Context: an optimization exercise on an open-source flow, tuned for small area. The choices shown serve that exercise and are no tape-out recipe.
The RTL was checked by simulation tests, not by an equivalence proof against the original design.
The clock port is modelled as an ideal driver, which makes a skipped or thinned clock tree look cheaper than it is; a real chip needs a root buffer or a tree.

==> 02-17 <==
==> flow/design.v <==
module space_invaders_vga (
  input         clk,
  input         rst_n,
  input  [3:1]  key,
  input  [17:0] sw,
  output        vga_clk,
  output        vga_hs,
  output        vga_vs,
  output        vga_blank_n,
  output        vga_sync_n,
  output [7:0]  vga_r,
  output [7:0]  vga_g,
  output [7:0]  vga_b,
  output        led_done,
  output [14:0] fb0_addr,
  output [23:0] fb0_wdata,
  output        fb0_wren,
  input  [23:0] fb0_rdata,
  output [14:0] fb1_addr,
  output [23:0] fb1_wdata,
  output        fb1_wren,
  input  [23:0] fb1_rdata
);
reg       vclk;
reg [9:0] x;    
reg [9:0] y;    
wire x_end = x[9] & x[8] & (&x[4:0]);    
wire y_end = y[9] & y[3] & y[2];          
always @(posedge clk or negedge rst_n)
	if (!rst_n) begin
		vclk <= 1'b0;
		x <= 10'd0;
		y <= 10'd0;
	end else begin
		vclk <= ~vclk;
		if (!vclk) begin
			if (x_end) begin
				x <= 10'd0;
				y <= y_end ? 10'd0 : y + 1'b1;
			end else
				x <= x + 1'b1;
		end
	end
wire x_act = ~(x[9] & (x[8] | x[7]));                 
wire y_act = ~(y[9] | (y[8] & y[7] & y[6] & y[5]));   
assign vga_clk     = vclk;
assign vga_hs      = ~((x >= 10'd655) && (x < 10'd751));
assign vga_vs      = ~(~y[9] & (y[8:4] == 5'b11110) & y[3] & ~y[2] & (y[1] ^ y[0]));  
assign vga_blank_n = x_act & y_act;
assign vga_sync_n  = 1'b1;
assign led_done    = 1'b0;
wire fd = y[9] | (y[8] & y[7] & y[6] & (y[5] | (&y[4:0])));
wire y479 = ~y[9] & (y[8:5] == 4'b1110) & (&y[4:0]);
wire x0 = (x == 10'd0);
wire istart = y479 & x0 & ~vclk;    
reg first;    
wire [10:0] sw_in = {sw[17:14], sw[6:0]};
wire [10:0] db;
genvar gi;
generate for (gi = 0; gi < 11; gi = gi + 1) begin : dbs
	reg       lvl;
	reg [6:0] c;
	wire jt   = c[0] & c[1] & c[3] & c[5] & c[6];        
	wire eq   = sw_in[gi] ^ lvl ^ jt;                   
	wire gate = eq & ~first;
	always @(posedge clk)
		c <= gate ? {c[5] & ~jt, c[4:0], ~(c[6] ^ c[5])} : 7'd27;
	always @(posedge clk)
		lvl <= (lvl ^ jt) & ~first;
	assign db[gi] = lvl;
end endgenerate
wire        db17 = db[10];
wire [2:0]  dbc  = db[9:7];
wire [6:0]  dby  = db[6:0];
reg       started;
reg [9:0] px;
wire hi = px[9] & px[6] & px[5] & px[4] & (px[1] | px[2]);
wire lo = ~|px[9:5] & (~px[4] | (~px[3] & ~(px[2] & px[0])));
wire kl = key[3], kr = key[1];
wire [9:0] psum = px + (kr ? 10'd6 : 10'h3FA);
reg  [9:0] pn;
always @(*) begin
	if (kl & ~kr & lo)
		pn = 10'd15;
	else if (~kl & hi)
		pn = 10'd625;
	else if (kl ^ kr)
		pn = psum;
	else
		pn = px;
end
always @(posedge clk or negedge rst_n)
	if (!rst_n)
		started <= 1'b0;
	else if (!started)
		started <= key[2];
always @(posedge clk)
	if (first)
		px <= 10'd320;
	else if (started)
		px <= pn;
reg        w2m_init;
reg        rfm;       
reg        sel;       
reg        fd_d;
reg        wren;
reg [2:0]  wd;
reg [14:0] waddr;
reg [14:0] raddr;
wire rfm_s   = rfm | istart;
wire drawing = rfm & ~fd_d;
wire cnt_end = raddr[14] & raddr[11] & raddr[9] & raddr[8];   
wire inc     = wren & vclk & ~cnt_end;
wire [11:0] px15 = {px[7:0], 4'b0} - {2'b0, px};
wire [14:0] pa = {px15 + {8'd0, dby[6:3]}, dby[2:0]};
wire [14:0] radd = raddr + (rfm ? 15'd120 : 15'd1);
wire zero = first | (istart & ~rfm);
wire ld   = rfm & ~fd & x0;
wire step = rfm ? (~fd & x_act & (x[1:0] == 2'b00) & vclk) : inc;
always @(posedge clk or negedge rst_n)
	if (!rst_n) begin
		first <= 1'b1;
		w2m_init <= 1'b0;
		rfm <= 1'b0;
		wren <= 1'b0;
	end else begin
		first <= 1'b0;
		w2m_init <= first & ~key[1];
		rfm <= rfm_s;
		if (rfm_s)
			wren <= drawing & db17;
		else
			wren <= w2m_init | (wren & ~(vclk & cnt_end));
	end
always @(posedge clk) begin
	sel <= (sel ^ (istart & rfm)) & ~first;
	if (rfm_s)
		wd <= dbc;
	else
		wd <= {3{inc}} | (wd & {3{~first}});
	fd_d <= fd;
	if (drawing & db17)
		waddr <= pa;
	else if (istart & ~rfm)
		waddr <= raddr;
	if (zero)
		raddr <= 15'd0;
	else if (ld)
		raddr <= {8'd0, y[8:2]};
	else if (step)
		raddr <= radd;
end
wire rd0 = rfm & ~sel;    
wire rd1 = rfm & sel;     
assign fb0_addr  = rd1 ? waddr : raddr;
assign fb1_addr  = rd0 ? waddr : raddr;
assign fb0_wdata = {{8{wd[2]}}, {8{wd[1]}}, {8{wd[0]}}};
assign fb1_wdata = fb0_wdata;
assign fb0_wren  = wren & ~rd0;
assign fb1_wren  = wren & ~rd1;
wire show0 = rfm_s & rd0;
wire show1 = rfm_s & ~rd0;
assign {vga_r, vga_g, vga_b} = (fb0_rdata | {24{~show0}}) & (fb1_rdata | {24{~show1}});
endmodule
==> flow/flow/run.sh <==
#!/bin/bash
# Layout flow: the standard ORFS flow, with
#  - synthesis mapped by an area-oriented ABC script (deepsyn, then amap),
#    without Yosys's
#    full-adder extraction (the registers are those of the standard synthesis);
#  - the smallest buffer (buf_1) on every input and output port;
#  - a clock tree built by hand (flow/cts_tree.tcl): a root clkbuf_16 and
#    eight leaf clkbuf_8 buffers,
#    each driving one cluster of flip-flops, in place of clock_tree_synthesis.
# Each step's full output goes to a log file in the work folder.
set -euo pipefail
W=$(pwd)
S=$W/scripts
rm -rf "$S"
cp -r "$FLOW_HOME/scripts" "$S"
cp "$W/flow/abc_area.script" "$S/abc_area.script"
sed -i "s|^log_cmd clock_tree_synthesis .*|source $W/flow/cts_tree.tcl|" "$S/cts.tcl"
grep -q "cts_tree.tcl" "$S/cts.tcl"
export BUFFER_PORTS_ARGS="-buffer_cell sky130_fd_sc_hd__buf_1"
V=(SCRIPTS_DIR=$S ABC_AREA=1 ADDER_MAP_FILE=)
bash standard.sh synth "${V[@]}" > "$W/log_1_synth.txt" 2>&1
bash standard.sh floorplan "${V[@]}" > "$W/log_2_floorplan.txt" 2>&1
bash standard.sh place "${V[@]}" > "$W/log_3_place.txt" 2>&1
bash standard.sh cts "${V[@]}" > "$W/log_4_cts.txt" 2>&1
bash standard.sh route "${V[@]}" > "$W/log_5_route.txt" 2>&1
bash standard.sh finish "${V[@]}" > "$W/log_6_finish.txt" 2>&1
==> flow/flow/abc_area.script <==
strash
&get -n
&st
&deepsyn -T 120
&put
dch
amap
==> flow/flow/cts_tree.tcl <==
# A two-level clock tree built by hand, in place of clock_tree_synthesis:
# the clock port drives a root clkbuf_16, which drives NLEAF (8) clkbuf_8
# buffers, each placed at the centre of
# a cluster of flip-flops (k-means with equal-sized clusters, on their placed
# positions) and driving the
# clock pins of that cluster. Every flip-flop is two buffers away from the port.
set nleaf [expr {[info exists ::env(CTS_NLEAF)] ? $::env(CTS_NLEAF) : 8}]
set block [ord::get_db_block]
set clknet [$block findNet clk]
set sinks {}
foreach it [$clknet getITerms] {
  if {[$it isInputSignal] || [[$it getMTerm] getSigType] eq "CLOCK" || [$it isInput]} {
    set b [[$it getInst] getBBox]
    lappend sinks [list $it [expr {([$b xMin] + [$b xMax]) / 2.0}] [expr {([$b yMin] + [$b yMax]) / 2.0}]]
  }
}
set n [llength $sinks]
puts "manual CTS: $n sinks, $nleaf leaf buffers"
# k-means, seeded by sorting on x then y
set sorted [lsort -real -index 1 $sinks]
set cx {}; set cy {}
for {set k 0} {$k < $nleaf} {incr k} {
  set s [lindex $sorted [expr {int(($k + 0.5) * $n / $nleaf)}]]
  lappend cx [lindex $s 1]; lappend cy [lindex $s 2]
}
# k-means with a capacity: no cluster gets more than cap sinks. Each round
# assigns the sinks in order of how much they lose by not getting their
# nearest centre, each to the nearest centre that still has room.
set cap [expr {int(ceil(double($n) / $nleaf)) + 1}]
for {set iter 0} {$iter < 50} {incr iter} {
  set order {}
  set i 0
  foreach s $sinks {
    set ds {}
    for {set k 0} {$k < $nleaf} {incr k} {
      lappend ds [list $k [expr {abs([lindex $s 1] - [lindex $cx $k]) + abs([lindex $s 2] - [lindex $cy $k])}]]
    }
    set ds [lsort -real -index 1 $ds]
    set regret [expr {[lindex $ds 1 1] - [lindex $ds 0 1]}]
    lappend order [list $i $regret $ds]
    incr i
  }
  set order [lsort -real -decreasing -index 1 $order]
  set cnt [lrepeat $nleaf 0]
  set assign [lrepeat $n 0]
  foreach o $order {
    foreach kd [lindex $o 2] {
      set k [lindex $kd 0]
      if {[lindex $cnt $k] < $cap} {
        lset assign [lindex $o 0] $k
        lset cnt $k [expr {[lindex $cnt $k] + 1}]
        break
      }
    }
  }
  set sx [lrepeat $nleaf 0.0]; set sy [lrepeat $nleaf 0.0]
  set i 0
  foreach s $sinks {
    set k [lindex $assign $i]
    lset sx $k [expr {[lindex $sx $k] + [lindex $s 1]}]
    lset sy $k [expr {[lindex $sy $k] + [lindex $s 2]}]
    incr i
  }
  for {set k 0} {$k < $nleaf} {incr k} {
    if {[lindex $cnt $k] > 0} {
      lset cx $k [expr {[lindex $sx $k] / [lindex $cnt $k]}]
      lset cy $k [expr {[lindex $sy $k] / [lindex $cnt $k]}]
    }
  }
}
puts "manual CTS: cluster sizes $cnt"
set leafcell [expr {[info exists ::env(CTS_LEAF)] ? $::env(CTS_LEAF) : "sky130_fd_sc_hd__clkbuf_8"}]
set master [[ord::get_db] findMaster $leafcell]
set bufs {}
set leafs {}
for {set k 0} {$k < $nleaf} {incr k} {
  set inst [odb::dbInst_create $block $master "clkbuf_leaf_$k"]
  set w [$master getWidth]; set h [$master getHeight]
  $inst setLocation [expr {int([lindex $cx $k] - $w / 2)}] [expr {int([lindex $cy $k] - $h / 2)}]
  $inst setPlacementStatus PLACED
  set net [odb::dbNet_create $block "clknet_leaf_$k"]
  $net setSigType CLOCK
  [$inst findITerm A] connect $clknet
  [$inst findITerm X] connect $net
  lappend bufs $net
  lappend leafs $inst
}
if {$nleaf > 4} {
  set rmaster [[ord::get_db] findMaster [expr {[info exists ::env(CTS_ROOT)] ? $::env(CTS_ROOT) : "sky130_fd_sc_hd__clkbuf_16"}]]
  set root [odb::dbInst_create $block $rmaster "clkbuf_root"]
  set sx 0.0; set sy 0.0
  for {set k 0} {$k < $nleaf} {incr k} { set sx [expr {$sx + [lindex $cx $k]}]; set sy [expr {$sy + [lindex $cy $k]}] }
  $root setLocation [expr {int($sx / $nleaf)}] [expr {int($sy / $nleaf)}]
  $root setPlacementStatus PLACED
  set rnet [odb::dbNet_create $block "clknet_root"]
  $rnet setSigType CLOCK
  for {set k 0} {$k < $nleaf} {incr k} {
    set it [[lindex $leafs $k] findITerm A]
    $it disconnect
    $it connect $rnet
  }
  [$root findITerm A] connect $clknet
  [$root findITerm X] connect $rnet
}
set i 0
foreach s $sinks {
  set it [lindex $s 0]
  set k [lindex $assign $i]
  $it disconnect
  $it connect [lindex $bufs $k]
  incr i
}
$clknet setSigType CLOCK
==> flow/standard.sh <==
#!/bin/bash
# synth_recipe.tcl (not shown) runs the flow's synth.tcl, then flattens the netlist and writes it again
# the make line also repeats each setting of config.mk as NAME=value (left out here)
make -C /OpenROAD-flow-scripts/flow DESIGN_CONFIG=/design/flow/config.mk WORK_HOME=/design/flow/orfs CLKGATE_MAP_FILE= SYNTH_SCRIPT=/design/flow/synth_recipe.tcl "${@:-finish}"
==> flow/config.mk <==
export PLATFORM = sky130hd
export DESIGN_NAME = space_invaders_vga
export DESIGN_NICKNAME = space_invaders_vga
export VERILOG_FILES = /design/flow/design.v
export SDC_FILE = /design/flow/constraint.sdc
export NUM_CORES = 4
export LEC_CHECK = 0
export CAP_MARGIN = 20
export CORE_MARGIN = 2
export CORE_UTILIZATION = 65
export PLACE_DENSITY = 0.75
export SLEW_MARGIN = 20
==> flow/constraint.sdc <==
create_clock -name core_clock -period 20.0 [get_ports {clk}]
set_input_delay 4.0000 -clock core_clock [delete_from_list [all_inputs] [get_ports {clk}]]
set_output_delay 4.0000 -clock core_clock [all_outputs]
set_load 0.01 [all_outputs]
==> 02-27 (differences from 02-17) <==
--- a/flow/design.v
+++ b/flow/design.v
@@ -62,3 +62,3 @@
 	reg [6:0] c;
-	wire jt   = c[0] & c[1] & c[3] & c[5] & c[6];        
+	wire jt   = ~(c[6] | c[3] | c[2] | c[1] | c[0]);    
 	wire eq   = sw_in[gi] ^ lvl ^ jt;                   
@@ -66,5 +66,8 @@
 	always @(posedge clk)
-		c <= gate ? {c[5] & ~jt, c[4:0], ~(c[6] ^ c[5])} : 7'd27;
-	always @(posedge clk)
-		lvl <= (lvl ^ jt) & ~first;
+		c <= gate ? {c[5:2], c[1], c[0] | jt, c[6] ^ c[5]} : 7'd17;
+	always @(posedge clk or negedge rst_n)
+		if (!rst_n)
+			lvl <= 1'b0;
+		else if (jt & ~first)
+			lvl <= ~lvl;
 	assign db[gi] = lvl;
@@ -92,11 +95,11 @@
 always @(posedge clk or negedge rst_n)
-	if (!rst_n)
+	if (!rst_n) begin
 		started <= 1'b0;
-	else if (!started)
-		started <= key[2];
-always @(posedge clk)
-	if (first)
 		px <= 10'd320;
-	else if (started)
-		px <= pn;
+	end else begin
+		if (!started)
+			started <= key[2];
+		else
+			px <= pn;
+	end
 reg        w2m_init;
@@ -124,3 +127,5 @@
 		rfm <= 1'b0;
+		sel <= 1'b0;
 		wren <= 1'b0;
+		wd <= 3'd0;
 	end else begin
@@ -129,13 +134,14 @@
 		rfm <= rfm_s;
-		if (rfm_s)
+		if (istart & rfm)
+			sel <= ~sel;
+		if (rfm_s) begin
 			wren <= drawing & db17;
-		else
+			wd <= dbc;
+		end else begin
 			wren <= w2m_init | (wren & ~(vclk & cnt_end));
+			if (inc)
+				wd <= 3'b111;
+		end
 	end
 always @(posedge clk) begin
-	sel <= (sel ^ (istart & rfm)) & ~first;
-	if (rfm_s)
-		wd <= dbc;
-	else
-		wd <= {3{inc}} | (wd & {3{~first}});
 	fd_d <= fd;
@@ -160,5 +166,4 @@
 assign fb1_wren  = wren & ~rd1;
-wire show0 = rfm_s & rd0;
-wire show1 = rfm_s & ~rd0;
-assign {vga_r, vga_g, vga_b} = (fb0_rdata | {24{~show0}}) & (fb1_rdata | {24{~show1}});
+wire [23:0] q = rd0 ? fb0_rdata : fb1_rdata;
+assign {vga_r, vga_g, vga_b} = rfm_s ? q : 24'hFFFFFF;
 endmodule
--- a/flow/flow/run.sh
+++ b/flow/flow/run.sh
@@ -2,8 +2,7 @@
 # Layout flow: the standard ORFS flow, with
-#  - synthesis mapped by an area-oriented ABC script (deepsyn, then amap),
-#    without Yosys's
+#  - synthesis mapped by an area-oriented ABC script, without Yosys's
 #    full-adder extraction (the registers are those of the standard synthesis);
 #  - the smallest buffer (buf_1) on every input and output port;
-#  - a clock tree built by hand (flow/cts_tree.tcl): a root clkbuf_16 and
-#    eight leaf clkbuf_8 buffers,
+#  - a clock tree built by hand (flow/cts_tree.tcl): a root and six leaf
+#    clkbuf_16 buffers,
 #    each driving one cluster of flip-flops, in place of clock_tree_synthesis.
==> flow/flow/abc_area.script (replaced) <==
strash
&get -n
&st
&dch
&nf -a -R 1000
&put
--- a/flow/flow/cts_tree.tcl
+++ b/flow/flow/cts_tree.tcl
@@ -1,8 +1,7 @@
 # A two-level clock tree built by hand, in place of clock_tree_synthesis:
-# the clock port drives a root clkbuf_16, which drives NLEAF (8) clkbuf_8
+# the clock port drives a root clkbuf_16, which drives NLEAF (6) clkbuf_16
 # buffers, each placed at the centre of
-# a cluster of flip-flops (k-means with equal-sized clusters, on their placed
-# positions) and driving the
-# clock pins of that cluster. Every flip-flop is two buffers away from the port.
-set nleaf [expr {[info exists ::env(CTS_NLEAF)] ? $::env(CTS_NLEAF) : 8}]
+# a cluster of flip-flops (k-means on their placed positions) and driving the
+# clock pins of that cluster. Every flip-flop is one buffer away from the port.
+set nleaf [expr {[info exists ::env(CTS_NLEAF)] ? $::env(CTS_NLEAF) : 6}]
 set block [ord::get_db_block]
@@ -25,39 +24,15 @@
 }
-# k-means with a capacity: no cluster gets more than cap sinks. Each round
-# assigns the sinks in order of how much they lose by not getting their
-# nearest centre, each to the nearest centre that still has room.
-set cap [expr {int(ceil(double($n) / $nleaf)) + 1}]
 for {set iter 0} {$iter < 50} {incr iter} {
-  set order {}
-  set i 0
+  set sx [lrepeat $nleaf 0.0]; set sy [lrepeat $nleaf 0.0]; set cnt [lrepeat $nleaf 0]
+  set assign {}
   foreach s $sinks {
-    set ds {}
+    set best 0; set bd 1e30
     for {set k 0} {$k < $nleaf} {incr k} {
-      lappend ds [list $k [expr {abs([lindex $s 1] - [lindex $cx $k]) + abs([lindex $s 2] - [lindex $cy $k])}]]
+      set d [expr {abs([lindex $s 1] - [lindex $cx $k]) + abs([lindex $s 2] - [lindex $cy $k])}]
+      if {$d < $bd} { set bd $d; set best $k }
     }
-    set ds [lsort -real -index 1 $ds]
-    set regret [expr {[lindex $ds 1 1] - [lindex $ds 0 1]}]
-    lappend order [list $i $regret $ds]
-    incr i
-  }
-  set order [lsort -real -decreasing -index 1 $order]
-  set cnt [lrepeat $nleaf 0]
-  set assign [lrepeat $n 0]
-  foreach o $order {
-    foreach kd [lindex $o 2] {
-      set k [lindex $kd 0]
-      if {[lindex $cnt $k] < $cap} {
-        lset assign [lindex $o 0] $k
-        lset cnt $k [expr {[lindex $cnt $k] + 1}]
-        break
-      }
-    }
-  }
-  set sx [lrepeat $nleaf 0.0]; set sy [lrepeat $nleaf 0.0]
-  set i 0
-  foreach s $sinks {
-    set k [lindex $assign $i]
-    lset sx $k [expr {[lindex $sx $k] + [lindex $s 1]}]
-    lset sy $k [expr {[lindex $sy $k] + [lindex $s 2]}]
-    incr i
+    lappend assign $best
+    lset sx $best [expr {[lindex $sx $best] + [lindex $s 1]}]
+    lset sy $best [expr {[lindex $sy $best] + [lindex $s 2]}]
+    lset cnt $best [expr {[lindex $cnt $best] + 1}]
   }
@@ -71,3 +46,3 @@
 puts "manual CTS: cluster sizes $cnt"
-set leafcell [expr {[info exists ::env(CTS_LEAF)] ? $::env(CTS_LEAF) : "sky130_fd_sc_hd__clkbuf_8"}]
+set leafcell [expr {[info exists ::env(CTS_LEAF)] ? $::env(CTS_LEAF) : "sky130_fd_sc_hd__clkbuf_16"}]
 set master [[ord::get_db] findMaster $leafcell]
==> 05-08 (differences from 02-17) <==
--- a/flow/design.v
+++ b/flow/design.v
@@ -62,3 +62,3 @@
 	reg [6:0] c;
-	wire jt   = c[0] & c[1] & c[3] & c[5] & c[6];        
+	wire jt   = ~(c[6] | c[3] | c[2] | c[1] | c[0]);    
 	wire eq   = sw_in[gi] ^ lvl ^ jt;                   
@@ -66,3 +66,3 @@
 	always @(posedge clk)
-		c <= gate ? {c[5] & ~jt, c[4:0], ~(c[6] ^ c[5])} : 7'd27;
+		c <= gate ? {c[5:2], c[1], c[0] | jt, c[6] ^ c[5]} : 7'd17;
 	always @(posedge clk)
--- a/flow/flow/run.sh
+++ b/flow/flow/run.sh
@@ -6,4 +6,4 @@
 #  - the smallest buffer (buf_1) on every input and output port;
-#  - a clock tree built by hand (flow/cts_tree.tcl): a root clkbuf_16 and
-#    eight leaf clkbuf_8 buffers,
+#  - a clock tree built by hand (flow/cts_tree.tcl): a root and six leaf
+#    clkbuf_16 buffers,
 #    each driving one cluster of flip-flops, in place of clock_tree_synthesis.
--- a/flow/flow/cts_tree.tcl
+++ b/flow/flow/cts_tree.tcl
@@ -1,3 +1,3 @@
 # A two-level clock tree built by hand, in place of clock_tree_synthesis:
-# the clock port drives a root clkbuf_16, which drives NLEAF (8) clkbuf_8
+# the clock port drives a root clkbuf_16, which drives NLEAF (6) clkbuf_16
 # buffers, each placed at the centre of
@@ -6,3 +6,3 @@
 # clock pins of that cluster. Every flip-flop is two buffers away from the port.
-set nleaf [expr {[info exists ::env(CTS_NLEAF)] ? $::env(CTS_NLEAF) : 8}]
+set nleaf [expr {[info exists ::env(CTS_NLEAF)] ? $::env(CTS_NLEAF) : 6}]
 set block [ord::get_db_block]
@@ -71,3 +71,3 @@
 puts "manual CTS: cluster sizes $cnt"
-set leafcell [expr {[info exists ::env(CTS_LEAF)] ? $::env(CTS_LEAF) : "sky130_fd_sc_hd__clkbuf_8"}]
+set leafcell [expr {[info exists ::env(CTS_LEAF)] ? $::env(CTS_LEAF) : "sky130_fd_sc_hd__clkbuf_16"}]
 set master [[ord::get_db] findMaster $leafcell]
==> impl_metrics.json <==
{
  "p_comb_frac": 0.096,
  "gp_congestion": 0.921,
  "dpl_cell_area_um2": 7410,
  "status": "timing/DRC/antenna clean",
  "globalRouteTotalUtil": 0.270
}
the above is filed under 02-17

==> impl_metrics.json <==
{
  "grt_first_pass_wirelength_mm": 25.6,
  "globalRouteTotalUtil": 0.271,
  "reg.largest.list": "dbs.c (77), raddr (15), waddr (15)",
  "status": "timing/DRC/antenna clean",
  "whs_endpoint": "dbs[7].c[5]",
  "gp_congestion": 0.895,
  "p_comb_frac": 0.148,
  "layout_setup_ws_ns": 11.54
}
the above is filed under 05-08

==> impl_metrics.json <==
{
  "dpl_cell_area_um2": 8230,
  "gp_congestion": 0.870,
  "globalRouteTotalUtil": 0.256,
  "p_comb_frac": 0.342,
  "status": "timing/DRC/antenna clean"
}
the above is filed under 02-27

No run of this note takes its clock network from TritonCTS; it comes from the design's own scripts or RTL.

-- port drivers added, routing unchanged --
The results above use ideal ports. As a check the final layouts listed here were re-extracted and re-timed, cells and wires unchanged. Step 1 sets driving cells, clkbuf_16 on the clock port and buf_2 on the other inputs (assumed; they add their load-dependent delay and slew). Step 2, shift: input delay + t, output delay - t, t = (earliest + latest rising clock arrival at the registers) / 2. This alone moves slack from input paths to output paths. Slacks: no drivers / after step 1 / after step 2; pairs: no drivers / after step 1.
| run | t (ns) | setup WS [ns] | slew at the worst register clock pin (ns) | cell pins on the clock port's net |
|---|---|---|---|---|
| 02-17 | 0.388 | 11.547 / 11.523 / 11.523 | 0.12 / 0.12 | 1 |
| 02-27 | 0.388 | 11.466 / 11.443 / 11.443 | 0.11 / 0.11 | 1 |
| 05-08 | 0.391 | 11.539 / 11.504 / 11.504 | 0.11 / 0.11 | 1 |
After both steps setup and hold are still met in every run listed. For 05-08, which loses most, drivers alone change the setup slack by -0.035 ns; drivers and shift together by -0.035 ns.
